This is an optimization exercise on Yosys and OpenROAD, whose aim is small area and a short achievable clock period, not a production implementation. No run shown here included a check of the RTL's function; only the layout flow was run. No activity file was given, so power comes from the tool's default toggle rates.

## flow/design.v (module list and top-level ports; edited modules follow where they fit)
// module and64: 7 lines
// module or64: 7 lines
// module xnor64: 7 lines
// module xor64_by_1: 7 lines
// module comp_sign_extend: 7 lines
// module set_lsb: 6 lines
// module vadder64: 15 lines
// module shift64: 529 lines
// module lt65: 7 lines
// module gt65: 7 lines
// module mux8_to_1_x64: 38 lines
// module alu64: 531 lines
// module alu64_sync: 49 lines
module alu64_sync(
    input clk,
    input en,
    input MD,
    input [2:0] OP,
    input [63:0] R1,
    input [63:0] R2,
    output reg EQ,
    output reg GT,
    output reg LT,
    output reg OVR,
    output reg [63:0] Q
    );
  // ...
==> flow/flow/run.sh <==
#!/bin/bash
# Standard ORFS layout (the standard.sh), with the port buffers made from the
# smallest buffer cell instead of the one buffer_ports picks by default.
set -euo pipefail
bash standard.sh BUFFER_PORTS_ARGS="-buffer_cell sky130_fd_sc_hd__buf_1" finish > standard.log 2>&1
==> flow/standard.sh <==
#!/bin/bash
# synth_recipe.tcl (not shown) runs the flow's synth.tcl, then flattens the netlist and writes it again
# the make line also repeats each setting of config.mk as NAME=value (left out here)
make -C /OpenROAD-flow-scripts/flow DESIGN_CONFIG=/design/flow/config.mk WORK_HOME=/design/flow/orfs CLKGATE_MAP_FILE= SYNTH_SCRIPT=/design/flow/synth_recipe.tcl "${@:-finish}"
==> flow/config.mk <==
export PLATFORM = sky130hd
export DESIGN_NAME = alu64_sync
export DESIGN_NICKNAME = alu64_sync
export VERILOG_FILES = /design/flow/design.v
export SDC_FILE = /design/flow/constraint.sdc
export NUM_CORES = 4
export LEC_CHECK = 0
export ABC_AREA = 1
export CAP_MARGIN = 20
export CORE_MARGIN = 2
export CORE_UTILIZATION = 55
export CTS_BUF_LIST = sky130_fd_sc_hd__clkbuf_4 sky130_fd_sc_hd__clkbuf_8
export SETUP_SLACK_MARGIN = 1.7
export SLEW_MARGIN = 20
==> flow/constraint.sdc <==
create_clock -name core_clock -period 4.0 [get_ports {clk}]
set_input_delay 0.8000 -clock core_clock [delete_from_list [all_inputs] [get_ports {clk}]]
set_output_delay 0.8000 -clock core_clock [all_outputs]
set_load 0.01 [all_outputs]
==> notes.md, run 1 <==
* Drt first pass iters at 7
* Main flop type after synthesis: dfxtp_1
* Post-Synth Simple-Gate Area at 0.4377
* Hold_ws at 335.4 ps
* Starting density of the core at 0.5565
* Clock buffer count at 17
* Nets at 3127
* Post-Synthesis Cells at 2816
* GR peak layer: met2
* Register-to-register setup slack at 1690 ps
* Post-route cell area at 18060 um^2
* Fill count at 2827
* Met1 WL at 25190 um
* FMAX at 433.8 MHz
* CP bufs+invs at 1
* Largest stage delay on the critical path at 490 ps
* Hold endpoint: OVR
* Worst path most repeated cell: nand2_1
* Post-synth top area share at 0.2152
* Run status: no timing/DRC/antenna violations
* Reg area at 3236 um^2
* Fin util at 0.6325
* Synth cell count leaders: nand2_1, nand3_1, inv_1, o21ai_0, dfxtp_1
* Final Hold Viols at 0
* Critical path arrival at 2730 ps
==> module alu64_sync, before the edit <==
module alu64_sync(
    input clk,
    input en,
    input MD,
    input [2:0] OP,
    input [63:0] R1,
    input [63:0] R2,
    output reg EQ,
    output reg GT,
    output reg LT,
    output reg OVR,
    output reg [63:0] Q
    );
	reg [63:0] D_r;
	reg [5:0] V_r;
	reg FILL_r, REV_r, ADD_r, SLT_r, SGT_r, LT_r, EQ_r, OVR_r;
	reg [15:1] BC_r;
	wire [63:0] D_w, S_w;
	wire [5:0] V_w;
	wire FILL_w, REV_w, ADD_w, SLT_w, SGT_w, LT_w, EQ_w, OVR_w;
	wire [15:1] BC_w;
	wire GT_1 = ~(LT_r | EQ_r);
	always @(posedge clk)
	begin
		D_r <= D_w;
		V_r <= V_w[5:0];
		FILL_r <= FILL_w;
		REV_r <= REV_w;
		ADD_r <= ADD_w;
		BC_r <= BC_w;
		SLT_r <= SLT_w;
		SGT_r <= SGT_w;
		LT_r <= LT_w;
		EQ_r <= EQ_w;
		OVR_r <= OVR_w;
		EQ <= EQ_r;
		GT <= GT_1;
		LT <= LT_r;
		OVR <= OVR_r;
		Q <= {S_w[63:1], S_w[0] | (SLT_r & LT_r) | (SGT_r & GT_1)};
	end
	alu64 u_front (
		.en(en), .MD(MD), .OP(OP), .R1(R1), .R2(R2),
		.D(D_w), .V(V_w), .FILL(FILL_w), .REV(REV_w), .ADD(ADD_w), .BC(BC_w),
		.SLT(SLT_w), .SGT(SGT_w), .LT(LT_w), .EQ(EQ_w), .OVR(OVR_w));
	shift64 u_back (
		.D(D_r), .V(V_r), .FILL(FILL_r), .REV(REV_r), .ADD(ADD_r), .BC(BC_r),
		.S(S_w));
endmodule
==> inputs of run 2 (changes only) <==
--- a/flow/design.v
+++ b/flow/design.v
@@ -130,146 +130,81 @@
     assign fl[56] = BC[14];
     assign fl[57] = BC[14] & (&D[56:56]);
     assign fl[58] = BC[14] & (&D[57:56]);
     assign fl[59] = BC[14] & (&D[58:56]);
     assign fl[60] = BC[15];
     assign fl[61] = BC[15] & (&D[60:60]);
     assign fl[62] = BC[15] & (&D[61:60]);
     assign fl[63] = BC[15] & (&D[62:60]);
-    wire [63:0] sr0;
-    assign sr0[0] = V[0] ? D[1] : D[0];
-    assign sr0[1] = V[0] ? D[2] : D[1];
-    assign sr0[2] = V[0] ? D[3] : D[2];
-    assign sr0[3] = V[0] ? D[4] : D[3];
-    assign sr0[4] = V[0] ? D[5] : D[4];
-    assign sr0[5] = V[0] ? D[6] : D[5];
-    assign sr0[6] = V[0] ? D[7] : D[6];
-    assign sr0[7] = V[0] ? D[8] : D[7];
-    assign sr0[8] = V[0] ? D[9] : D[8];
-    assign sr0[9] = V[0] ? D[10] : D[9];
-    assign sr0[10] = V[0] ? D[11] : D[10];
-    assign sr0[11] = V[0] ? D[12] : D[11];
-    assign sr0[12] = V[0] ? D[13] : D[12];
-    assign sr0[13] = V[0] ? D[14] : D[13];
-    assign sr0[14] = V[0] ? D[15] : D[14];
-    assign sr0[15] = V[0] ? D[16] : D[15];
-    assign sr0[16] = V[0] ? D[17] : D[16];
-    assign sr0[17] = V[0] ? D[18] : D[17];
-    assign sr0[18] = V[0] ? D[19] : D[18];
-    assign sr0[19] = V[0] ? D[20] : D[19];
-    assign sr0[20] = V[0] ? D[21] : D[20];
-    assign sr0[21] = V[0] ? D[22] : D[21];
-    assign sr0[22] = V[0] ? D[23] : D[22];
-    assign sr0[23] = V[0] ? D[24] : D[23];
-    assign sr0[24] = V[0] ? D[25] : D[24];
-    assign sr0[25] = V[0] ? D[26] : D[25];
-    assign sr0[26] = V[0] ? D[27] : D[26];
-    assign sr0[27] = V[0] ? D[28] : D[27];
-    assign sr0[28] = V[0] ? D[29] : D[28];
-    assign sr0[29] = V[0] ? D[30] : D[29];
-    assign sr0[30] = V[0] ? D[31] : D[30];
-    assign sr0[31] = V[0] ? D[32] : D[31];
-    assign sr0[32] = V[0] ? D[33] : D[32];
-    assign sr0[33] = V[0] ? D[34] : D[33];
-    assign sr0[34] = V[0] ? D[35] : D[34];
-    assign sr0[35] = V[0] ? D[36] : D[35];
-    assign sr0[36] = V[0] ? D[37] : D[36];
-    assign sr0[37] = V[0] ? D[38] : D[37];
-    assign sr0[38] = V[0] ? D[39] : D[38];
-    assign sr0[39] = V[0] ? D[40] : D[39];
-    assign sr0[40] = V[0] ? D[41] : D[40];
-    assign sr0[41] = V[0] ? D[42] : D[41];
-    assign sr0[42] = V[0] ? D[43] : D[42];
-    assign sr0[43] = V[0] ? D[44] : D[43];
-    assign sr0[44] = V[0] ? D[45] : D[44];
-    assign sr0[45] = V[0] ? D[46] : D[45];
-    assign sr0[46] = V[0] ? D[47] : D[46];
-    assign sr0[47] = V[0] ? D[48] : D[47];
-    assign sr0[48] = V[0] ? D[49] : D[48];
-    assign sr0[49] = V[0] ? D[50] : D[49];
-    assign sr0[50] = V[0] ? D[51] : D[50];
-    assign sr0[51] = V[0] ? D[52] : D[51];
-    assign sr0[52] = V[0] ? D[53] : D[52];
-    assign sr0[53] = V[0] ? D[54] : D[53];
-    assign sr0[54] = V[0] ? D[55] : D[54];
-    assign sr0[55] = V[0] ? D[56] : D[55];
-    assign sr0[56] = V[0] ? D[57] : D[56];
-    assign sr0[57] = V[0] ? D[58] : D[57];
-    assign sr0[58] = V[0] ? D[59] : D[58];
-    assign sr0[59] = V[0] ? D[60] : D[59];
-    assign sr0[60] = V[0] ? D[61] : D[60];
-    assign sr0[61] = V[0] ? D[62] : D[61];
-    assign sr0[62] = V[0] ? D[63] : D[62];
-    assign sr0[63] = V[0] ? FILL : D[63];
     wire [63:0] sr1;
-    assign sr1[0] = V[1] ? sr0[2] : sr0[0];
-    assign sr1[1] = V[1] ? sr0[3] : sr0[1];
-    assign sr1[2] = V[1] ? sr0[4] : sr0[2];
-    assign sr1[3] = V[1] ? sr0[5] : sr0[3];
-    assign sr1[4] = V[1] ? sr0[6] : sr0[4];
-    assign sr1[5] = V[1] ? sr0[7] : sr0[5];
-    assign sr1[6] = V[1] ? sr0[8] : sr0[6];
-    assign sr1[7] = V[1] ? sr0[9] : sr0[7];
-    assign sr1[8] = V[1] ? sr0[10] : sr0[8];
-    assign sr1[9] = V[1] ? sr0[11] : sr0[9];
-    assign sr1[10] = V[1] ? sr0[12] : sr0[10];
-    assign sr1[11] = V[1] ? sr0[13] : sr0[11];
-    assign sr1[12] = V[1] ? sr0[14] : sr0[12];
-    assign sr1[13] = V[1] ? sr0[15] : sr0[13];
-    assign sr1[14] = V[1] ? sr0[16] : sr0[14];
-    assign sr1[15] = V[1] ? sr0[17] : sr0[15];
-    assign sr1[16] = V[1] ? sr0[18] : sr0[16];
-    assign sr1[17] = V[1] ? sr0[19] : sr0[17];
-    assign sr1[18] = V[1] ? sr0[20] : sr0[18];
-    assign sr1[19] = V[1] ? sr0[21] : sr0[19];
-    assign sr1[20] = V[1] ? sr0[22] : sr0[20];
-    assign sr1[21] = V[1] ? sr0[23] : sr0[21];
-    assign sr1[22] = V[1] ? sr0[24] : sr0[22];
-    assign sr1[23] = V[1] ? sr0[25] : sr0[23];
-    assign sr1[24] = V[1] ? sr0[26] : sr0[24];
-    assign sr1[25] = V[1] ? sr0[27] : sr0[25];
-    assign sr1[26] = V[1] ? sr0[28] : sr0[26];
-    assign sr1[27] = V[1] ? sr0[29] : sr0[27];
-    assign sr1[28] = V[1] ? sr0[30] : sr0[28];
-    assign sr1[29] = V[1] ? sr0[31] : sr0[29];
-    assign sr1[30] = V[1] ? sr0[32] : sr0[30];
-    assign sr1[31] = V[1] ? sr0[33] : sr0[31];
-    assign sr1[32] = V[1] ? sr0[34] : sr0[32];
-    assign sr1[33] = V[1] ? sr0[35] : sr0[33];
-    assign sr1[34] = V[1] ? sr0[36] : sr0[34];
-    assign sr1[35] = V[1] ? sr0[37] : sr0[35];
-    assign sr1[36] = V[1] ? sr0[38] : sr0[36];
-    assign sr1[37] = V[1] ? sr0[39] : sr0[37];
-    assign sr1[38] = V[1] ? sr0[40] : sr0[38];
-    assign sr1[39] = V[1] ? sr0[41] : sr0[39];
-    assign sr1[40] = V[1] ? sr0[42] : sr0[40];
-    assign sr1[41] = V[1] ? sr0[43] : sr0[41];
-    assign sr1[42] = V[1] ? sr0[44] : sr0[42];
-    assign sr1[43] = V[1] ? sr0[45] : sr0[43];
-    assign sr1[44] = V[1] ? sr0[46] : sr0[44];
-    assign sr1[45] = V[1] ? sr0[47] : sr0[45];
-    assign sr1[46] = V[1] ? sr0[48] : sr0[46];
-    assign sr1[47] = V[1] ? sr0[49] : sr0[47];
-    assign sr1[48] = V[1] ? sr0[50] : sr0[48];
-    assign sr1[49] = V[1] ? sr0[51] : sr0[49];
-    assign sr1[50] = V[1] ? sr0[52] : sr0[50];
-    assign sr1[51] = V[1] ? sr0[53] : sr0[51];
-    assign sr1[52] = V[1] ? sr0[54] : sr0[52];
-    assign sr1[53] = V[1] ? sr0[55] : sr0[53];
-    assign sr1[54] = V[1] ? sr0[56] : sr0[54];
-    assign sr1[55] = V[1] ? sr0[57] : sr0[55];
-    assign sr1[56] = V[1] ? sr0[58] : sr0[56];
-    assign sr1[57] = V[1] ? sr0[59] : sr0[57];
-    assign sr1[58] = V[1] ? sr0[60] : sr0[58];
-    assign sr1[59] = V[1] ? sr0[61] : sr0[59];
-    assign sr1[60] = V[1] ? sr0[62] : sr0[60];
-    assign sr1[61] = V[1] ? sr0[63] : sr0[61];
-    assign sr1[62] = V[1] ? FILL : sr0[62];
-    assign sr1[63] = V[1] ? FILL : sr0[63];
+    assign sr1[0] = V[1] ? D[2] : D[0];
+    assign sr1[1] = V[1] ? D[3] : D[1];
+    assign sr1[2] = V[1] ? D[4] : D[2];
+    assign sr1[3] = V[1] ? D[5] : D[3];
+    assign sr1[4] = V[1] ? D[6] : D[4];
+    assign sr1[5] = V[1] ? D[7] : D[5];
+    assign sr1[6] = V[1] ? D[8] : D[6];
+    assign sr1[7] = V[1] ? D[9] : D[7];
+    assign sr1[8] = V[1] ? D[10] : D[8];
+    assign sr1[9] = V[1] ? D[11] : D[9];
+    assign sr1[10] = V[1] ? D[12] : D[10];
+    assign sr1[11] = V[1] ? D[13] : D[11];
+    assign sr1[12] = V[1] ? D[14] : D[12];
+    assign sr1[13] = V[1] ? D[15] : D[13];
+    assign sr1[14] = V[1] ? D[16] : D[14];
+    assign sr1[15] = V[1] ? D[17] : D[15];
+    assign sr1[16] = V[1] ? D[18] : D[16];
+    assign sr1[17] = V[1] ? D[19] : D[17];
+    assign sr1[18] = V[1] ? D[20] : D[18];
+    assign sr1[19] = V[1] ? D[21] : D[19];
+    assign sr1[20] = V[1] ? D[22] : D[20];
+    assign sr1[21] = V[1] ? D[23] : D[21];
+    assign sr1[22] = V[1] ? D[24] : D[22];
+    assign sr1[23] = V[1] ? D[25] : D[23];
+    assign sr1[24] = V[1] ? D[26] : D[24];
+    assign sr1[25] = V[1] ? D[27] : D[25];
+    assign sr1[26] = V[1] ? D[28] : D[26];
+    assign sr1[27] = V[1] ? D[29] : D[27];
+    assign sr1[28] = V[1] ? D[30] : D[28];
+    assign sr1[29] = V[1] ? D[31] : D[29];
+    assign sr1[30] = V[1] ? D[32] : D[30];
+    assign sr1[31] = V[1] ? D[33] : D[31];
+    assign sr1[32] = V[1] ? D[34] : D[32];
+    assign sr1[33] = V[1] ? D[35] : D[33];
+    assign sr1[34] = V[1] ? D[36] : D[34];
+    assign sr1[35] = V[1] ? D[37] : D[35];
+    assign sr1[36] = V[1] ? D[38] : D[36];
+    assign sr1[37] = V[1] ? D[39] : D[37];
+    assign sr1[38] = V[1] ? D[40] : D[38];
+    assign sr1[39] = V[1] ? D[41] : D[39];
+    assign sr1[40] = V[1] ? D[42] : D[40];
+    assign sr1[41] = V[1] ? D[43] : D[41];
+    assign sr1[42] = V[1] ? D[44] : D[42];
+    assign sr1[43] = V[1] ? D[45] : D[43];
+    assign sr1[44] = V[1] ? D[46] : D[44];
+    assign sr1[45] = V[1] ? D[47] : D[45];
+    assign sr1[46] = V[1] ? D[48] : D[46];
+    assign sr1[47] = V[1] ? D[49] : D[47];
+    assign sr1[48] = V[1] ? D[50] : D[48];
+    assign sr1[49] = V[1] ? D[51] : D[49];
+    assign sr1[50] = V[1] ? D[52] : D[50];
+    assign sr1[51] = V[1] ? D[53] : D[51];
+    assign sr1[52] = V[1] ? D[54] : D[52];
+    assign sr1[53] = V[1] ? D[55] : D[53];
+    assign sr1[54] = V[1] ? D[56] : D[54];
+    assign sr1[55] = V[1] ? D[57] : D[55];
+    assign sr1[56] = V[1] ? D[58] : D[56];
+    assign sr1[57] = V[1] ? D[59] : D[57];
+    assign sr1[58] = V[1] ? D[60] : D[58];
+    assign sr1[59] = V[1] ? D[61] : D[59];
+    assign sr1[60] = V[1] ? D[62] : D[60];
+    assign sr1[61] = V[1] ? D[63] : D[61];
+    assign sr1[62] = V[1] ? FILL : D[62];
+    assign sr1[63] = V[1] ? FILL : D[63];
     wire [63:0] sr2;
     assign sr2[0] = V[2] ? sr1[4] : sr1[0];
     assign sr2[1] = V[2] ? sr1[5] : sr1[1];
     assign sr2[2] = V[2] ? sr1[6] : sr1[2];
     assign sr2[3] = V[2] ? sr1[7] : sr1[3];
     assign sr2[4] = V[2] ? sr1[8] : sr1[4];
     assign sr2[5] = V[2] ? sr1[9] : sr1[5];
     assign sr2[6] = V[2] ? sr1[10] : sr1[6];
@@ -661,17 +596,18 @@
     output [15:1] BC;       
     output SLT;            
     output SGT;            
     output LT;
     output EQ;
     output OVR;
     wire [63:0] a = R1;
     wire [63:0] b = R2;
-    wire [63:0] p = a ^ b ^ {64{MD}};    
+    wire [63:0] x = a ^ b;
+    wire [63:0] p = x ^ {64{MD}};        
     wire [63:0] g = a & ~p;              
     wire [63:0] cl;    
     wire g0c = g[0] | (p[0] & MD);
     wire G0_1 = g[1] | (p[1] & g0c);
     wire P0_1 = p[1] & p[0];
     wire G0_3 = g[3] | (p[3] & g[2]);
     wire P0_3 = p[3] & p[2];
     wire G1_2 = g[2] | (p[2] & G0_1);
@@ -941,17 +877,16 @@
     assign bc[11] = BG3_10;
     assign bc[12] = BG3_11;
     assign bc[13] = BG3_12;
     assign bc[14] = BG3_13;
     assign bc[15] = BG3_14;
     assign bc[16] = BG3_15;
     wire [63:0] s0 = p ^ cl;
     assign OVR = bc[16];
-    wire [63:0] x = a ^ b;
     wire [63:0] lg;    
     wire [63:0] le;    
     assign lg[62:0] = ~a[62:0] & x[62:0];
     assign lg[63] = x[63] & (a[63] ^ MD);
     assign le = ~x;
     wire CL0_0 = lg[1] | (le[1] & lg[0]);
     wire CE0_0 = le[1] & le[0];
     wire CL0_1 = lg[3] | (le[3] & lg[2]);
@@ -1082,134 +1017,137 @@
     assign EQ = CE5_0;
     wire s_add = en & (OP == 3'b000);
     wire s_shl = en & (OP == 3'b001);
     wire s_shr = en & (OP == 3'b101);
     wire op_x = en & (OP == 3'b100);
     wire op_o = en & (OP == 3'b110);
     wire op_a = en & (OP == 3'b111);
     wire pas = ~en;
-    wire shr_a = s_shr;
-    wire shl_a = s_shl;
+    wire sh0 = b[0];
+    wire shr_a = s_shr & ~sh0;    
+    wire shr_b = s_shr & sh0;     
+    wire shl_a = s_shl & ~sh0;    
+    wire shl_b = s_shl & sh0;     
     wire t01 = op_x | op_o;
     wire t10 = op_x | op_o | pas | shr_a;
     wire t11 = op_o | op_a | pas | shr_a;
     assign SLT = en & (OP == 3'b010);
     assign SGT = en & (OP == 3'b011);
     assign ADD = s_add;
     assign REV = s_shl;
     assign FILL = s_shr & MD & a[63];
-    assign V = (s_shl | s_shr) ? b[5:0] : 6'd0;
+    assign V = {(s_shl | s_shr) ? b[5:1] : 5'd0, 1'b0};
     assign BC[1] = s_add & bc[1];
     assign BC[2] = s_add & bc[2];
     assign BC[3] = s_add & bc[3];
     assign BC[4] = s_add & bc[4];
     assign BC[5] = s_add & bc[5];
     assign BC[6] = s_add & bc[6];
     assign BC[7] = s_add & bc[7];
     assign BC[8] = s_add & bc[8];
     assign BC[9] = s_add & bc[9];
     assign BC[10] = s_add & bc[10];
     assign BC[11] = s_add & bc[11];
     assign BC[12] = s_add & bc[12];
     assign BC[13] = s_add & bc[13];
     assign BC[14] = s_add & bc[14];
     assign BC[15] = s_add & bc[15];
-    assign D[0] = (s_add & s0[0]) | (b[0] ? (a[0] ? t11 : t01) : (a[0] & t10)) | (shl_a & a[63]);
-    assign D[1] = (s_add & s0[1]) | (b[1] ? (a[1] ? t11 : t01) : (a[1] & t10)) | (shl_a & a[62]);
-    assign D[2] = (s_add & s0[2]) | (b[2] ? (a[2] ? t11 : t01) : (a[2] & t10)) | (shl_a & a[61]);
-    assign D[3] = (s_add & s0[3]) | (b[3] ? (a[3] ? t11 : t01) : (a[3] & t10)) | (shl_a & a[60]);
-    assign D[4] = (s_add & s0[4]) | (b[4] ? (a[4] ? t11 : t01) : (a[4] & t10)) | (shl_a & a[59]);
-    assign D[5] = (s_add & s0[5]) | (b[5] ? (a[5] ? t11 : t01) : (a[5] & t10)) | (shl_a & a[58]);
-    assign D[6] = (s_add & s0[6]) | (b[6] ? (a[6] ? t11 : t01) : (a[6] & t10)) | (shl_a & a[57]);
-    assign D[7] = (s_add & s0[7]) | (b[7] ? (a[7] ? t11 : t01) : (a[7] & t10)) | (shl_a & a[56]);
-    assign D[8] = (s_add & s0[8]) | (b[8] ? (a[8] ? t11 : t01) : (a[8] & t10)) | (shl_a & a[55]);
-    assign D[9] = (s_add & s0[9]) | (b[9] ? (a[9] ? t11 : t01) : (a[9] & t10)) | (shl_a & a[54]);
-    assign D[10] = (s_add & s0[10]) | (b[10] ? (a[10] ? t11 : t01) : (a[10] & t10)) | (shl_a & a[53]);
-    assign D[11] = (s_add & s0[11]) | (b[11] ? (a[11] ? t11 : t01) : (a[11] & t10)) | (shl_a & a[52]);
-    assign D[12] = (s_add & s0[12]) | (b[12] ? (a[12] ? t11 : t01) : (a[12] & t10)) | (shl_a & a[51]);
-    assign D[13] = (s_add & s0[13]) | (b[13] ? (a[13] ? t11 : t01) : (a[13] & t10)) | (shl_a & a[50]);
-    assign D[14] = (s_add & s0[14]) | (b[14] ? (a[14] ? t11 : t01) : (a[14] & t10)) | (shl_a & a[49]);
-    assign D[15] = (s_add & s0[15]) | (b[15] ? (a[15] ? t11 : t01) : (a[15] & t10)) | (shl_a & a[48]);
-    assign D[16] = (s_add & s0[16]) | (b[16] ? (a[16] ? t11 : t01) : (a[16] & t10)) | (shl_a & a[47]);
-    assign D[17] = (s_add & s0[17]) | (b[17] ? (a[17] ? t11 : t01) : (a[17] & t10)) | (shl_a & a[46]);
-    assign D[18] = (s_add & s0[18]) | (b[18] ? (a[18] ? t11 : t01) : (a[18] & t10)) | (shl_a & a[45]);
-    assign D[19] = (s_add & s0[19]) | (b[19] ? (a[19] ? t11 : t01) : (a[19] & t10)) | (shl_a & a[44]);
-    assign D[20] = (s_add & s0[20]) | (b[20] ? (a[20] ? t11 : t01) : (a[20] & t10)) | (shl_a & a[43]);
-    assign D[21] = (s_add & s0[21]) | (b[21] ? (a[21] ? t11 : t01) : (a[21] & t10)) | (shl_a & a[42]);
-    assign D[22] = (s_add & s0[22]) | (b[22] ? (a[22] ? t11 : t01) : (a[22] & t10)) | (shl_a & a[41]);
-    assign D[23] = (s_add & s0[23]) | (b[23] ? (a[23] ? t11 : t01) : (a[23] & t10)) | (shl_a & a[40]);
-    assign D[24] = (s_add & s0[24]) | (b[24] ? (a[24] ? t11 : t01) : (a[24] & t10)) | (shl_a & a[39]);
-    assign D[25] = (s_add & s0[25]) | (b[25] ? (a[25] ? t11 : t01) : (a[25] & t10)) | (shl_a & a[38]);
-    assign D[26] = (s_add & s0[26]) | (b[26] ? (a[26] ? t11 : t01) : (a[26] & t10)) | (shl_a & a[37]);
-    assign D[27] = (s_add & s0[27]) | (b[27] ? (a[27] ? t11 : t01) : (a[27] & t10)) | (shl_a & a[36]);
-    assign D[28] = (s_add & s0[28]) | (b[28] ? (a[28] ? t11 : t01) : (a[28] & t10)) | (shl_a & a[35]);
-    assign D[29] = (s_add & s0[29]) | (b[29] ? (a[29] ? t11 : t01) : (a[29] & t10)) | (shl_a & a[34]);
-    assign D[30] = (s_add & s0[30]) | (b[30] ? (a[30] ? t11 : t01) : (a[30] & t10)) | (shl_a & a[33]);
-    assign D[31] = (s_add & s0[31]) | (b[31] ? (a[31] ? t11 : t01) : (a[31] & t10)) | (shl_a & a[32]);
-    assign D[32] = (s_add & s0[32]) | (b[32] ? (a[32] ? t11 : t01) : (a[32] & t10)) | (shl_a & a[31]);
-    assign D[33] = (s_add & s0[33]) | (b[33] ? (a[33] ? t11 : t01) : (a[33] & t10)) | (shl_a & a[30]);
-    assign D[34] = (s_add & s0[34]) | (b[34] ? (a[34] ? t11 : t01) : (a[34] & t10)) | (shl_a & a[29]);
-    assign D[35] = (s_add & s0[35]) | (b[35] ? (a[35] ? t11 : t01) : (a[35] & t10)) | (shl_a & a[28]);
-    assign D[36] = (s_add & s0[36]) | (b[36] ? (a[36] ? t11 : t01) : (a[36] & t10)) | (shl_a & a[27]);
-    assign D[37] = (s_add & s0[37]) | (b[37] ? (a[37] ? t11 : t01) : (a[37] & t10)) | (shl_a & a[26]);
-    assign D[38] = (s_add & s0[38]) | (b[38] ? (a[38] ? t11 : t01) : (a[38] & t10)) | (shl_a & a[25]);
-    assign D[39] = (s_add & s0[39]) | (b[39] ? (a[39] ? t11 : t01) : (a[39] & t10)) | (shl_a & a[24]);
-    assign D[40] = (s_add & s0[40]) | (b[40] ? (a[40] ? t11 : t01) : (a[40] & t10)) | (shl_a & a[23]);
-    assign D[41] = (s_add & s0[41]) | (b[41] ? (a[41] ? t11 : t01) : (a[41] & t10)) | (shl_a & a[22]);
-    assign D[42] = (s_add & s0[42]) | (b[42] ? (a[42] ? t11 : t01) : (a[42] & t10)) | (shl_a & a[21]);
-    assign D[43] = (s_add & s0[43]) | (b[43] ? (a[43] ? t11 : t01) : (a[43] & t10)) | (shl_a & a[20]);
-    assign D[44] = (s_add & s0[44]) | (b[44] ? (a[44] ? t11 : t01) : (a[44] & t10)) | (shl_a & a[19]);
-    assign D[45] = (s_add & s0[45]) | (b[45] ? (a[45] ? t11 : t01) : (a[45] & t10)) | (shl_a & a[18]);
-    assign D[46] = (s_add & s0[46]) | (b[46] ? (a[46] ? t11 : t01) : (a[46] & t10)) | (shl_a & a[17]);
-    assign D[47] = (s_add & s0[47]) | (b[47] ? (a[47] ? t11 : t01) : (a[47] & t10)) | (shl_a & a[16]);
-    assign D[48] = (s_add & s0[48]) | (b[48] ? (a[48] ? t11 : t01) : (a[48] & t10)) | (shl_a & a[15]);
-    assign D[49] = (s_add & s0[49]) | (b[49] ? (a[49] ? t11 : t01) : (a[49] & t10)) | (shl_a & a[14]);
-    assign D[50] = (s_add & s0[50]) | (b[50] ? (a[50] ? t11 : t01) : (a[50] & t10)) | (shl_a & a[13]);
-    assign D[51] = (s_add & s0[51]) | (b[51] ? (a[51] ? t11 : t01) : (a[51] & t10)) | (shl_a & a[12]);
-    assign D[52] = (s_add & s0[52]) | (b[52] ? (a[52] ? t11 : t01) : (a[52] & t10)) | (shl_a & a[11]);
-    assign D[53] = (s_add & s0[53]) | (b[53] ? (a[53] ? t11 : t01) : (a[53] & t10)) | (shl_a & a[10]);
-    assign D[54] = (s_add & s0[54]) | (b[54] ? (a[54] ? t11 : t01) : (a[54] & t10)) | (shl_a & a[9]);
-    assign D[55] = (s_add & s0[55]) | (b[55] ? (a[55] ? t11 : t01) : (a[55] & t10)) | (shl_a & a[8]);
-    assign D[56] = (s_add & s0[56]) | (b[56] ? (a[56] ? t11 : t01) : (a[56] & t10)) | (shl_a & a[7]);
-    assign D[57] = (s_add & s0[57]) | (b[57] ? (a[57] ? t11 : t01) : (a[57] & t10)) | (shl_a & a[6]);
-    assign D[58] = (s_add & s0[58]) | (b[58] ? (a[58] ? t11 : t01) : (a[58] & t10)) | (shl_a & a[5]);
-    assign D[59] = (s_add & s0[59]) | (b[59] ? (a[59] ? t11 : t01) : (a[59] & t10)) | (shl_a & a[4]);
-    assign D[60] = (s_add & s0[60]) | (b[60] ? (a[60] ? t11 : t01) : (a[60] & t10)) | (shl_a & a[3]);
-    assign D[61] = (s_add & s0[61]) | (b[61] ? (a[61] ? t11 : t01) : (a[61] & t10)) | (shl_a & a[2]);
-    assign D[62] = (s_add & s0[62]) | (b[62] ? (a[62] ? t11 : t01) : (a[62] & t10)) | (shl_a & a[1]);
-    assign D[63] = (s_add & s0[63]) | (b[63] ? (a[63] ? t11 : t01) : (a[63] & t10)) | (shl_a & a[0]);
+    assign D[0] = (s_add & s0[0]) | (x[0] ? (a[0] ? t10 : t01) : (a[0] & t11)) | (shl_a & a[63]) | (shr_b & a[1]) | (shl_b & a[62]);
+    assign D[1] = (s_add & s0[1]) | (x[1] ? (a[1] ? t10 : t01) : (a[1] & t11)) | (shl_a & a[62]) | (shr_b & a[2]) | (shl_b & a[61]);
+    assign D[2] = (s_add & s0[2]) | (x[2] ? (a[2] ? t10 : t01) : (a[2] & t11)) | (shl_a & a[61]) | (shr_b & a[3]) | (shl_b & a[60]);
+    assign D[3] = (s_add & s0[3]) | (x[3] ? (a[3] ? t10 : t01) : (a[3] & t11)) | (shl_a & a[60]) | (shr_b & a[4]) | (shl_b & a[59]);
+    assign D[4] = (s_add & s0[4]) | (x[4] ? (a[4] ? t10 : t01) : (a[4] & t11)) | (shl_a & a[59]) | (shr_b & a[5]) | (shl_b & a[58]);
+    assign D[5] = (s_add & s0[5]) | (x[5] ? (a[5] ? t10 : t01) : (a[5] & t11)) | (shl_a & a[58]) | (shr_b & a[6]) | (shl_b & a[57]);
+    assign D[6] = (s_add & s0[6]) | (x[6] ? (a[6] ? t10 : t01) : (a[6] & t11)) | (shl_a & a[57]) | (shr_b & a[7]) | (shl_b & a[56]);
+    assign D[7] = (s_add & s0[7]) | (x[7] ? (a[7] ? t10 : t01) : (a[7] & t11)) | (shl_a & a[56]) | (shr_b & a[8]) | (shl_b & a[55]);
+    assign D[8] = (s_add & s0[8]) | (x[8] ? (a[8] ? t10 : t01) : (a[8] & t11)) | (shl_a & a[55]) | (shr_b & a[9]) | (shl_b & a[54]);
+    assign D[9] = (s_add & s0[9]) | (x[9] ? (a[9] ? t10 : t01) : (a[9] & t11)) | (shl_a & a[54]) | (shr_b & a[10]) | (shl_b & a[53]);
+    assign D[10] = (s_add & s0[10]) | (x[10] ? (a[10] ? t10 : t01) : (a[10] & t11)) | (shl_a & a[53]) | (shr_b & a[11]) | (shl_b & a[52]);
+    assign D[11] = (s_add & s0[11]) | (x[11] ? (a[11] ? t10 : t01) : (a[11] & t11)) | (shl_a & a[52]) | (shr_b & a[12]) | (shl_b & a[51]);
+    assign D[12] = (s_add & s0[12]) | (x[12] ? (a[12] ? t10 : t01) : (a[12] & t11)) | (shl_a & a[51]) | (shr_b & a[13]) | (shl_b & a[50]);
+    assign D[13] = (s_add & s0[13]) | (x[13] ? (a[13] ? t10 : t01) : (a[13] & t11)) | (shl_a & a[50]) | (shr_b & a[14]) | (shl_b & a[49]);
+    assign D[14] = (s_add & s0[14]) | (x[14] ? (a[14] ? t10 : t01) : (a[14] & t11)) | (shl_a & a[49]) | (shr_b & a[15]) | (shl_b & a[48]);
+    assign D[15] = (s_add & s0[15]) | (x[15] ? (a[15] ? t10 : t01) : (a[15] & t11)) | (shl_a & a[48]) | (shr_b & a[16]) | (shl_b & a[47]);
+    assign D[16] = (s_add & s0[16]) | (x[16] ? (a[16] ? t10 : t01) : (a[16] & t11)) | (shl_a & a[47]) | (shr_b & a[17]) | (shl_b & a[46]);
+    assign D[17] = (s_add & s0[17]) | (x[17] ? (a[17] ? t10 : t01) : (a[17] & t11)) | (shl_a & a[46]) | (shr_b & a[18]) | (shl_b & a[45]);
+    assign D[18] = (s_add & s0[18]) | (x[18] ? (a[18] ? t10 : t01) : (a[18] & t11)) | (shl_a & a[45]) | (shr_b & a[19]) | (shl_b & a[44]);
+    assign D[19] = (s_add & s0[19]) | (x[19] ? (a[19] ? t10 : t01) : (a[19] & t11)) | (shl_a & a[44]) | (shr_b & a[20]) | (shl_b & a[43]);
+    assign D[20] = (s_add & s0[20]) | (x[20] ? (a[20] ? t10 : t01) : (a[20] & t11)) | (shl_a & a[43]) | (shr_b & a[21]) | (shl_b & a[42]);
+    assign D[21] = (s_add & s0[21]) | (x[21] ? (a[21] ? t10 : t01) : (a[21] & t11)) | (shl_a & a[42]) | (shr_b & a[22]) | (shl_b & a[41]);
+    assign D[22] = (s_add & s0[22]) | (x[22] ? (a[22] ? t10 : t01) : (a[22] & t11)) | (shl_a & a[41]) | (shr_b & a[23]) | (shl_b & a[40]);
+    assign D[23] = (s_add & s0[23]) | (x[23] ? (a[23] ? t10 : t01) : (a[23] & t11)) | (shl_a & a[40]) | (shr_b & a[24]) | (shl_b & a[39]);
+    assign D[24] = (s_add & s0[24]) | (x[24] ? (a[24] ? t10 : t01) : (a[24] & t11)) | (shl_a & a[39]) | (shr_b & a[25]) | (shl_b & a[38]);
+    assign D[25] = (s_add & s0[25]) | (x[25] ? (a[25] ? t10 : t01) : (a[25] & t11)) | (shl_a & a[38]) | (shr_b & a[26]) | (shl_b & a[37]);
+    assign D[26] = (s_add & s0[26]) | (x[26] ? (a[26] ? t10 : t01) : (a[26] & t11)) | (shl_a & a[37]) | (shr_b & a[27]) | (shl_b & a[36]);
+    assign D[27] = (s_add & s0[27]) | (x[27] ? (a[27] ? t10 : t01) : (a[27] & t11)) | (shl_a & a[36]) | (shr_b & a[28]) | (shl_b & a[35]);
+    assign D[28] = (s_add & s0[28]) | (x[28] ? (a[28] ? t10 : t01) : (a[28] & t11)) | (shl_a & a[35]) | (shr_b & a[29]) | (shl_b & a[34]);
+    assign D[29] = (s_add & s0[29]) | (x[29] ? (a[29] ? t10 : t01) : (a[29] & t11)) | (shl_a & a[34]) | (shr_b & a[30]) | (shl_b & a[33]);
+    assign D[30] = (s_add & s0[30]) | (x[30] ? (a[30] ? t10 : t01) : (a[30] & t11)) | (shl_a & a[33]) | (shr_b & a[31]) | (shl_b & a[32]);
+    assign D[31] = (s_add & s0[31]) | (x[31] ? (a[31] ? t10 : t01) : (a[31] & t11)) | (shl_a & a[32]) | (shr_b & a[32]) | (shl_b & a[31]);
+    assign D[32] = (s_add & s0[32]) | (x[32] ? (a[32] ? t10 : t01) : (a[32] & t11)) | (shl_a & a[31]) | (shr_b & a[33]) | (shl_b & a[30]);
+    assign D[33] = (s_add & s0[33]) | (x[33] ? (a[33] ? t10 : t01) : (a[33] & t11)) | (shl_a & a[30]) | (shr_b & a[34]) | (shl_b & a[29]);
+    assign D[34] = (s_add & s0[34]) | (x[34] ? (a[34] ? t10 : t01) : (a[34] & t11)) | (shl_a & a[29]) | (shr_b & a[35]) | (shl_b & a[28]);
+    assign D[35] = (s_add & s0[35]) | (x[35] ? (a[35] ? t10 : t01) : (a[35] & t11)) | (shl_a & a[28]) | (shr_b & a[36]) | (shl_b & a[27]);
+    assign D[36] = (s_add & s0[36]) | (x[36] ? (a[36] ? t10 : t01) : (a[36] & t11)) | (shl_a & a[27]) | (shr_b & a[37]) | (shl_b & a[26]);
+    assign D[37] = (s_add & s0[37]) | (x[37] ? (a[37] ? t10 : t01) : (a[37] & t11)) | (shl_a & a[26]) | (shr_b & a[38]) | (shl_b & a[25]);
+    assign D[38] = (s_add & s0[38]) | (x[38] ? (a[38] ? t10 : t01) : (a[38] & t11)) | (shl_a & a[25]) | (shr_b & a[39]) | (shl_b & a[24]);
+    assign D[39] = (s_add & s0[39]) | (x[39] ? (a[39] ? t10 : t01) : (a[39] & t11)) | (shl_a & a[24]) | (shr_b & a[40]) | (shl_b & a[23]);
+    assign D[40] = (s_add & s0[40]) | (x[40] ? (a[40] ? t10 : t01) : (a[40] & t11)) | (shl_a & a[23]) | (shr_b & a[41]) | (shl_b & a[22]);
+    assign D[41] = (s_add & s0[41]) | (x[41] ? (a[41] ? t10 : t01) : (a[41] & t11)) | (shl_a & a[22]) | (shr_b & a[42]) | (shl_b & a[21]);
+    assign D[42] = (s_add & s0[42]) | (x[42] ? (a[42] ? t10 : t01) : (a[42] & t11)) | (shl_a & a[21]) | (shr_b & a[43]) | (shl_b & a[20]);
+    assign D[43] = (s_add & s0[43]) | (x[43] ? (a[43] ? t10 : t01) : (a[43] & t11)) | (shl_a & a[20]) | (shr_b & a[44]) | (shl_b & a[19]);
+    assign D[44] = (s_add & s0[44]) | (x[44] ? (a[44] ? t10 : t01) : (a[44] & t11)) | (shl_a & a[19]) | (shr_b & a[45]) | (shl_b & a[18]);
+    assign D[45] = (s_add & s0[45]) | (x[45] ? (a[45] ? t10 : t01) : (a[45] & t11)) | (shl_a & a[18]) | (shr_b & a[46]) | (shl_b & a[17]);
+    assign D[46] = (s_add & s0[46]) | (x[46] ? (a[46] ? t10 : t01) : (a[46] & t11)) | (shl_a & a[17]) | (shr_b & a[47]) | (shl_b & a[16]);
+    assign D[47] = (s_add & s0[47]) | (x[47] ? (a[47] ? t10 : t01) : (a[47] & t11)) | (shl_a & a[16]) | (shr_b & a[48]) | (shl_b & a[15]);
+    assign D[48] = (s_add & s0[48]) | (x[48] ? (a[48] ? t10 : t01) : (a[48] & t11)) | (shl_a & a[15]) | (shr_b & a[49]) | (shl_b & a[14]);
+    assign D[49] = (s_add & s0[49]) | (x[49] ? (a[49] ? t10 : t01) : (a[49] & t11)) | (shl_a & a[14]) | (shr_b & a[50]) | (shl_b & a[13]);
+    assign D[50] = (s_add & s0[50]) | (x[50] ? (a[50] ? t10 : t01) : (a[50] & t11)) | (shl_a & a[13]) | (shr_b & a[51]) | (shl_b & a[12]);
+    assign D[51] = (s_add & s0[51]) | (x[51] ? (a[51] ? t10 : t01) : (a[51] & t11)) | (shl_a & a[12]) | (shr_b & a[52]) | (shl_b & a[11]);
+    assign D[52] = (s_add & s0[52]) | (x[52] ? (a[52] ? t10 : t01) : (a[52] & t11)) | (shl_a & a[11]) | (shr_b & a[53]) | (shl_b & a[10]);
+    assign D[53] = (s_add & s0[53]) | (x[53] ? (a[53] ? t10 : t01) : (a[53] & t11)) | (shl_a & a[10]) | (shr_b & a[54]) | (shl_b & a[9]);
+    assign D[54] = (s_add & s0[54]) | (x[54] ? (a[54] ? t10 : t01) : (a[54] & t11)) | (shl_a & a[9]) | (shr_b & a[55]) | (shl_b & a[8]);
+    assign D[55] = (s_add & s0[55]) | (x[55] ? (a[55] ? t10 : t01) : (a[55] & t11)) | (shl_a & a[8]) | (shr_b & a[56]) | (shl_b & a[7]);
+    assign D[56] = (s_add & s0[56]) | (x[56] ? (a[56] ? t10 : t01) : (a[56] & t11)) | (shl_a & a[7]) | (shr_b & a[57]) | (shl_b & a[6]);
+    assign D[57] = (s_add & s0[57]) | (x[57] ? (a[57] ? t10 : t01) : (a[57] & t11)) | (shl_a & a[6]) | (shr_b & a[58]) | (shl_b & a[5]);
+    assign D[58] = (s_add & s0[58]) | (x[58] ? (a[58] ? t10 : t01) : (a[58] & t11)) | (shl_a & a[5]) | (shr_b & a[59]) | (shl_b & a[4]);
+    assign D[59] = (s_add & s0[59]) | (x[59] ? (a[59] ? t10 : t01) : (a[59] & t11)) | (shl_a & a[4]) | (shr_b & a[60]) | (shl_b & a[3]);
+    assign D[60] = (s_add & s0[60]) | (x[60] ? (a[60] ? t10 : t01) : (a[60] & t11)) | (shl_a & a[3]) | (shr_b & a[61]) | (shl_b & a[2]);
+    assign D[61] = (s_add & s0[61]) | (x[61] ? (a[61] ? t10 : t01) : (a[61] & t11)) | (shl_a & a[2]) | (shr_b & a[62]) | (shl_b & a[1]);
+    assign D[62] = (s_add & s0[62]) | (x[62] ? (a[62] ? t10 : t01) : (a[62] & t11)) | (shl_a & a[1]) | (shr_b & a[63]) | (shl_b & a[0]);
+    assign D[63] = (s_add & s0[63]) | (x[63] ? (a[63] ? t10 : t01) : (a[63] & t11)) | (shl_a & a[0]) | (shr_b & MD & a[63]) | (shl_b & 1'b0);
 endmodule
 `timescale 1ns / 1ps
 module alu64_sync(
     input clk,
     input en,
     input MD,
     input [2:0] OP,
     input [63:0] R1,
     input [63:0] R2,
     output reg EQ,
     output reg GT,
     output reg LT,
     output reg OVR,
     output reg [63:0] Q
     );
 	reg [63:0] D_r;
-	reg [5:0] V_r;
+	reg [5:1] V_r;
 	reg FILL_r, REV_r, ADD_r, SLT_r, SGT_r, LT_r, EQ_r, OVR_r;
 	reg [15:1] BC_r;
 	wire [63:0] D_w, S_w;
 	wire [5:0] V_w;
 	wire FILL_w, REV_w, ADD_w, SLT_w, SGT_w, LT_w, EQ_w, OVR_w;
 	wire [15:1] BC_w;
 	wire GT_1 = ~(LT_r | EQ_r);
 	always @(posedge clk)
 	begin
 		D_r <= D_w;
-		V_r <= V_w[5:0];
+		V_r <= V_w[5:1];
 		FILL_r <= FILL_w;
 		REV_r <= REV_w;
 		ADD_r <= ADD_w;
 		BC_r <= BC_w;
 		SLT_r <= SLT_w;
 		SGT_r <= SGT_w;
 		LT_r <= LT_w;
 		EQ_r <= EQ_w;
@@ -1220,11 +1158,11 @@
 		OVR <= OVR_r;
 		Q <= {S_w[63:1], S_w[0] | (SLT_r & LT_r) | (SGT_r & GT_1)};
 	end
 	alu64 u_front (
 		.en(en), .MD(MD), .OP(OP), .R1(R1), .R2(R2),
 		.D(D_w), .V(V_w), .FILL(FILL_w), .REV(REV_w), .ADD(ADD_w), .BC(BC_w),
 		.SLT(SLT_w), .SGT(SGT_w), .LT(LT_w), .EQ(EQ_w), .OVR(OVR_w));
 	shift64 u_back (
-		.D(D_r), .V(V_r), .FILL(FILL_r), .REV(REV_r), .ADD(ADD_r), .BC(BC_r),
+		.D(D_r), .V({V_r, 1'b0}), .FILL(FILL_r), .REV(REV_r), .ADD(ADD_r), .BC(BC_r),
 		.S(S_w));
 endmodule
==> flow/config.mk (replaced) <==
export PLATFORM = sky130hd
export DESIGN_NAME = alu64_sync
export DESIGN_NICKNAME = alu64_sync
export VERILOG_FILES = /design/flow/design.v
export SDC_FILE = /design/flow/constraint.sdc
export NUM_CORES = 4
export LEC_CHECK = 0
export ABC_AREA = 1
export CAP_MARGIN = 20
export CORE_MARGIN = 2
export CORE_UTILIZATION = 50
export CTS_BUF_LIST = sky130_fd_sc_hd__clkbuf_4 sky130_fd_sc_hd__clkbuf_8
export SETUP_SLACK_MARGIN = 1.7
export SLEW_MARGIN = 20
==> notes.md, run 2 <==
* Run status: no timing/DRC/antenna violations
* Routed Antenna Nets at 0
* Total gr overflow at 0
* Reg-to-reg critical path endpoint: Q[23]
* Drt first pass iters at 8 (+1)
* ANT cells at 0
* Final Hold Viols at 0 (unchanged)
* Via count at 19760
* Die Span Y at 179.6 um
* Clk sinks at 160
* Fin crit share at 0.5782
* Crit path capture type: flip-flop
* Mapped Nets at 2825
* Critical path arrival at 2660 ps (-70 ps)
* Initial antenna violation count at 2
* Most common cell after layout, fill and taps aside: nand2_1
* CTS tree: built
* Worst skew pair latency at 490 ps
* Global-route wire length before repair at 100700 um
* CP top delay family: simple AND/OR/NAND/NOR gates
* Power Total at 5.704 mW
* Port Buffers at 201
* Starting density of the core at 0.5052 (-0.05129)
* Register area share after synthesis at 0.2078
* Biggest regs: D_r x64, Q x64, BC_r x15
* TritonCTS Buffers at 17
* Worst rel slew slack at 0.3603
* Main flop type after synthesis: dfxtp_1
* Setup Total Neg Slack at 0 ps
* RSZ-0062 raised after global routing: true
* Routed wire per std cell at 21.32 um
* Clk slew on worst S/H paths at 90 ps
* Post-Synthesis Cells at 2644 (-6.1%)
* Most common cell in the netlist: nand2_1
* Worst-Margin Slew at 957.2 ps
* Final worst path period need at 2313 ps
* Register bit total from synthesis at 160
* # IOs at 202
* Synth cell count leaders: nand2_1, nand3_1, inv_1, o21ai_0, nor2_1
* Clk root buf: clkbuf_8
* GRT Util Overall at 0.3982
* R2R Path Start: V_r[1]
* Hold buffer count at CTS at 0
* Async S/R FF share, synth at 0
* Worst path required time at 4350 ps
* Post-DR vias/cell at 6.175
* CP bufs+invs at 2 (+1)
* Worst Clk Skew at 21.24 ps
* Area grow syn2layout at 17.20%
* Min-Delay Path Class: flip-flop to flip-flop
* Total Die Area at 32250 um^2
* Syn avg cell area at 5.830 um^2
* Fill count at 3109 (+10%)
* Commonest non-fill, non-tap cells in the layout: nand2_1, nand3_1, inv_1
* Max-Cap Viols at 0
* Post-route cell area at 18060 um^2 (about the same)
* Post-Syn Area at 15410 um^2
* Drt drc at 0
* Site Rows at 64
* H-tree Lvls at 4
* Pleak at 8.350 nW
* Yosys cell types at 57
* Slew Limit Fails at 0
* GPL Wtd Cong at 1.062
* Worst-path maximum fanout at 7
* Hold path start: OVR_r
* Post-synth EDFFs at 0
* Largest net degree at the start of global routing at 76
* Crit start category: input port
* FMAX at 432.3 MHz (-0.33%)
* DP Area at 16520 um^2
* CP cell instances: buf_2, inv_1, ha_4, xor2_1, and2_1, o21ai_0, nand2_1, a21oi_2, nand2_2, nand2_2, nand2_4, nand3_1, nand3_1
* Number of global-route vias before repair at 17332
* DIE WIDTH at 179.6 um
* Post-DP HPWL at 51040 um
* Final setup viols at 0
* Core Region at 30510 um^2
* WHS Path Cells at 0
* Power per cell area at 315.7 nW/um^2
* Worst path slowest cell: ha_4
* Yosys top cell by area: dfxtp_1
* Hold endpoint: OVR
* Top post-synthesis cells by area: dfxtp_1, nand2_1, nand3_1
* Worst Reg-to-Reg Cells at 9
* Nets at 2972 (-5.0%)
* Largest stage delay on the critical path at 270 ps (-220 ps)
* Initial DRC count at 2567
* Post-synth top area share at 0.2078 (-0.007439)
* Clock Tree Buf Depth at 2
* Post-Route WL at 68240 um
* Layout cells sized above 1 at 0.1188
* Peak VDD IR at 226.7 uV
* Worst Path Class, Setup: input port to flip-flop
* Register-to-register setup slack at 1690 ps (about the same)
* Warnings from Yosys at 1
run 2: cell count changes in the layout (fill, tap and decap cells not counted), moves of 20 or more:
cell and delta:
buf_1 -30, nand3_1 -226, o21ai_0 -45, o22ai_1 +42
nor2_1 +61, mux2i_1 +21, a21oi_1 +41, or2_2 -20
nand2_1 -95
run 2: worst max-delay path by stage:
| stage | cells past startpoint | end | from |
|---|---|---|---|
| after floorplan | 14 | BC_r[12] | R1[8] |
| after global routing | 13 | BC_r[13] | R1[30] |
| after CTS | 10 | Q[21] | V_r[1] |
| after detailed placement | 16 | BC_r[9] | MD |
| final | 13 | BC_r[13] | R1[14] |
| after global placement | 16 | BC_r[9] | MD |
run 2: logic make-up (layout without fill, tap and decap cells):
| group | count (synthesis) | after routing | share of synthesized area |
|---|---|---|---|
| buf+inv | 412 | 572 | 0.1086 |
| compound gates | 582 | 582 | 0.2243 |
| xor+xnor | 60 | 60 | 0.03750 |
| flops | 160 | 160 | 0.2078 |
| simple gates | 1352 | 1352 | 0.3635 |
| fa+ha+maj | 47 | 47 | 0.03815 |
| mux | 31 | 31 | 0.02013 |
run 2: per-stage QoR:
stage	instances	utilization	setup slack, ps	hold WS (ps)
global route	3200	0.5921	1616	376.8
detailed placement	3134	0.5415	854.9	356.4
floorplan	2644	-	1700	309.6
CTS	3182	0.5703	1647	377.7
finish	3200	0.5921	1687	367.9
global placement	3134	0.5415	912.1	333.1
run 2: layer usage:
| metal | global-route usage | up-vias | share of wire |
|---|---|---|---|
| li1 | - | 9147 | - |
| met1 | 0.5500 | 8979 | 0.41 |
| met2 | 0.6000 | 1399 | 0.42 |
| met3 | 0.07314 | 235 | 0.11 |
| met4 | 0.1857 | 0 | 0.055 |
| met5 | 0 | - | 0 |
run 2: layout make-up:
| class | instances | area [um^2] | area share |
|---|---|---|---|
| Multi-Input combinational cell | 2072 | 11290 | 0.6248 |
| Sequential cell | 160 | 3213 | 0.1779 |
| Timing Repair Buffer | 269 | 1587 | 0.08782 |
| Inverter | 271 | 1076 | 0.05957 |
| Tap cell | 396 | 495.5 | 0.02743 |
| Clock buffer | 21 | 276.5 | 0.01531 |
| Clock inverter | 11 | 130.1 | 0.007203 |
run 2: worst register-to-register path: cells and delay by family (launching register included):
kind                   cells  cell delay, ps
AOI/OAI and AO/OA          2             700
muxes                      2             530
DFF                        1             410
buffers and inverters      2             320
and+or+nand+nor            3             290
run 2: power breakdown:
group,leakage (nW),internal [mW],switching (mW)
registers,1.34,1.82,0.173
logic,6.81,0.808,1.60
clock network,0.196,0.606,0.698
total,8.35,3.23,2.47
run 2: what timing repair did:
item | 4_1_cts | 5_1_grt
setup buffers | 13 | 15
gates cloned | 3 | 3
gates resized for setup | 102 | 175
pin swaps | 6 | 18
endpoints found under the setup margin | 126 | 119
==> inputs of run 3 (changes only) <==
--- a/flow/config.mk
+++ b/flow/config.mk
@@ -8,7 +8,7 @@
 export ABC_AREA = 1
 export CAP_MARGIN = 20
 export CORE_MARGIN = 2
-export CORE_UTILIZATION = 50
+export CORE_UTILIZATION = 55
 export CTS_BUF_LIST = sky130_fd_sc_hd__clkbuf_4 sky130_fd_sc_hd__clkbuf_8
 export SETUP_SLACK_MARGIN = 1.7
 export SLEW_MARGIN = 20
==> notes.md, run 3 <==
* Min-Delay Path Class: flip-flop to flip-flop
* Largest net degree at the start of global routing at 60 (-21%)
* Drt drc at 0 (unchanged)
* Die Span Y at 171.4 um (-4.5%)
* Post-synth EDFFs at 0 (unchanged)
* Clk sinks at 160 (unchanged)
* Worst-Margin Slew at 746.6 ps (-210.6 ps)
* Via count at 20215 (+2.3%)
* Mapped Nets at 2825 (unchanged)
* Compound-Gate Fraction of Synth Area at 0.2243 (unchanged)
* Top post-synthesis cells by area: dfxtp_1, nand2_1, nand3_1
* Yosys top cell by area: dfxtp_1
* Slew Limit Fails at 0 (unchanged)
* Layout cells sized above 1 at 0.1182 (-0.0005674)
* Power Total at 5.525 mW (-3.1%)
* Power per cell area at 307.4 nW/um^2 (-2.6%)
* Worst Path Class, Setup: flip-flop to flip-flop
* CTS tree: built
* Syn avg cell area at 5.830 um^2 (unchanged)
* Worst Clk Skew at 28.17 ps (+6.927 ps)
* Final worst path period need at 2388 ps (+75.36 ps)
* Worst rel slew slack at 0.5017 (+0.1414)
* Worst-path maximum fanout at 48 (+41)
* Post-Synthesis Cells at 2644 (unchanged)
* Final Hold Viols at 0 (unchanged)
* Post-synthesis xor/xnor area fraction at 0.03750 (unchanged)
* Post-DP HPWL at 49170 um (-3.7%)
* Multi-input gate area at 11310 um^2 (+0.19%)
* Number of global-route vias before repair at 17646 (+1.8%)
* Fin util at 0.6487 (+0.05658)
* Post-synth top area share at 0.2078 (unchanged)
* Global-route wire length before repair at 99100 um (-1.6%)
* Register area share after synthesis at 0.2078 (unchanged)
* RSZ-0062 raised after global routing: true
* Async S/R FF share, synth at 0 (unchanged)
* Routed wire per std cell at 21.00 um (-1.5%)
* Post-DR vias/cell at 6.337 (+2.6%)
* Total Die Area at 29380 um^2 (-8.9%)
* Critical path arrival at 2760 ps (+100 ps)
* Final setup viols at 0 (unchanged)
* Area grow syn2layout at 16.60%
* Reg area at 3212 um^2 (about the same)
* Hold buffer count at CTS at 0 (unchanged)
* Synth cell count leaders: nand2_1, nand3_1, inv_1, o21ai_0, nor2_1
* Crit start category: flip-flop
* Register bit total from synthesis at 160 (unchanged)
* Largest stage delay on the critical path at 430 ps (+160 ps)
* Crit path capture type: flip-flop
* Hold_ws at 357.5 ps (-10.38 ps)
* Pleak at 8.328 nW (-0.26%)
* CP bufs+invs at 1 (-1)
* Worst skew pair latency at 500 ps (about the same)
* Clock Tree Buf Depth at 2 (unchanged)
* Fill count at 2703 (-13%)
* Nets at 2977 (+0.17%)
* Post-Synth Simple-Gate Area at 0.3635 (unchanged)
* Peak VDD IR at 222.2 uV (-2.0%)
* Adder-Cell Fraction of Synth Area at 0.03815 (unchanged)
* Core Region at 27710 um^2 (-9.2%)
* Post-Syn Area at 15410 um^2 (unchanged)
* Clk root buf: clkbuf_8
* GRT Util Overall at 0.4410 (+0.04279)
* Worst path required time at 4370 ps (+20 ps)
* Clk slew on worst S/H paths at 100 ps (about the same)
* # IOs at 202 (unchanged)
* CP cell instances: buf_12, o21ai_0, or2_0, o21ai_1, mux2i_1, or2_2, o21ai_2, nand2_1, nand3_1, nand3_1
* Total gr overflow at 0 (unchanged)
* Post-Route WL at 66980 um (-1.8%)
* Routed Antenna Nets at 0 (unchanged)
* Most common cell after layout, fill and taps aside: nand2_1
* Main flop type after synthesis: dfxtp_1
* Commonest non-fill, non-tap cells in the layout: nand2_1, nand3_1, inv_1
* Setup Total Neg Slack at 0 ps (unchanged)
* Initial DRC count at 2831 (+10%)
* Worst path most repeated cell: nand3_1
* DIE WIDTH at 171.4 um (-4.5%)
* Main combinational cell family by area after synthesis: simple AND/OR/NAND/NOR gates
* Most common cell in the netlist: nand2_1
* GPL Wtd Cong at 1.100 (+3.6%)
* Starting density of the core at 0.5563 (+0.05113)
* Max-Cap Viols at 0 (unchanged)
* Warnings from Yosys at 1 (unchanged)
* Yosys cell types at 57 (unchanged)
* H-tree Lvls at 4 (unchanged)
* Biggest regs: D_r x64, Q x64, BC_r x15
* Worst path slowest cell: dfxtp_4
* Fin crit share at 0.5971 (+0.01884)
* Port Buffers at 201 (unchanged)
* FMAX at 418.7 MHz (-3.2%)
* TritonCTS Buffers at 17 (unchanged)
* Site Rows at 61 (-4.7%)
* CP top delay family: simple AND/OR/NAND/NOR gates
* Mux contribution to synthesized area at 0.02013 (unchanged)
* Drt first pass iters at 7 (-1)
* Run status: no timing/DRC/antenna violations
* Initial antenna violation count at 4 (+2)
## run 3: area by class of cell
class | count | area share
Timing Repair inverter | 1 | 0.0004177
Antenna cell | 3 | 0.0004177
Timing Repair Buffer | 273 | 0.08647
Inverter | 271 | 0.05883
Sequential cell | 160 | 0.1787
Clock buffer | 18 | 0.01344
Multi-Input combinational cell | 2072 | 0.6292
Clock inverter | 14 | 0.006196
Tap cell | 378 | 0.02632
## run 3: worst paths after layout
path         cells after the start  startpoint    to  slack (ps)
max reg2reg                     10      V_r[1]  Q[2]        1610
min                              0       OVR_r   OVR         360
min reg2reg                      0       OVR_r   OVR         360
max                             10      V_r[1]  Q[2]        1610
## run 3: cells by family (layout without fill, tap and decap cells)
group | Yosys count | in the layout
AOI/OAI and AO/OA | 582 | 582
xor gates and xnor gates | 60 | 60
adders and majority gates | 47 | 47
buffers and inverters | 412 | 577
DFF | 160 | 160
muxes | 31 | 31
other | 0 | 3
and+or+nand+nor | 1352 | 1352
## run 3: metrics by stage
stage                     instances  worst slack, ps  area [um^2]
after floorplan                2644             1700        15610
after global placement         3118            892.7        16510
after detailed placement       3118            820.6        16510
after CTS                      3163             1700        17180
after global routing           3188             1530        17970
final                          3190             1612        17970
## run 3: per-layer routing
| layer | up-vias | part of all wire | GRT usage |
|---|---|---|---|
| met5 | - | 0.00042 | 0 |
| met4 | 4 | 0.066 | 0.2292 |
| met3 | 318 | 0.14 | 0.1079 |
| met2 | 1668 | 0.42 | 0.6615 |
| met1 | 9077 | 0.37 | 0.5850 |
| li1 | 9148 | - | - |
## run 3: where the power goes
group          leakage [nW]  internal, mW  total [mW]  switching (mW)
sequential             1.34          1.82        1.97           0.151
combinational          6.81         0.799        2.43            1.63
clock                 0.184         0.447        1.12           0.677
total                  8.33          3.07        5.53            2.46
## run 3: repair_timing
item / in CTS / in global routing
setup buffers: 9 / 23
endpoints found under the hold margin: 0 / 0
resized for setup: 71 / 185
endpoints found under the setup margin: 114 / 111
pin swaps: 2 / 21
cloned: 4 / 1

==> re-timing with driven ports <==
The results above use ideal ports. As a check the final layouts listed here were re-extracted and re-timed, cells and wires unchanged.
Step 1 assumes that a clkbuf_16 drives the clock port and a buf_2 every other input.
Step 2 times the ports against the registers' clock, not the clock port: input delays grow and output delays shrink by t, the midpoint of the rising clock arrivals with the driver on.
Three values: ideal ports, drivers, drivers and shift; two values: the first two.
run | shift t [ns] | setup WS [ns] | worst setup path at the end | clock arrival spread, ns | slew at the worst register clock pin (ns)
run 1 | 0.534 | 1.695 / 1.695 / 1.180 | input to register | 0.025 / 0.025 | 0.12 / 0.12
run 2 | 0.518 | 1.687 / 1.625 / 1.107 | input to register | 0.023 / 0.023 | 0.11 / 0.11
run 3 | 0.520 | 1.612 / 1.605 / 1.086 | input to register | 0.029 / 0.029 | 0.11 / 0.11
After both steps every run listed still meets setup and hold. The setup slack of run 2, which loses most, moves by -0.062 ns with the drivers and by -0.580 ns with both steps.
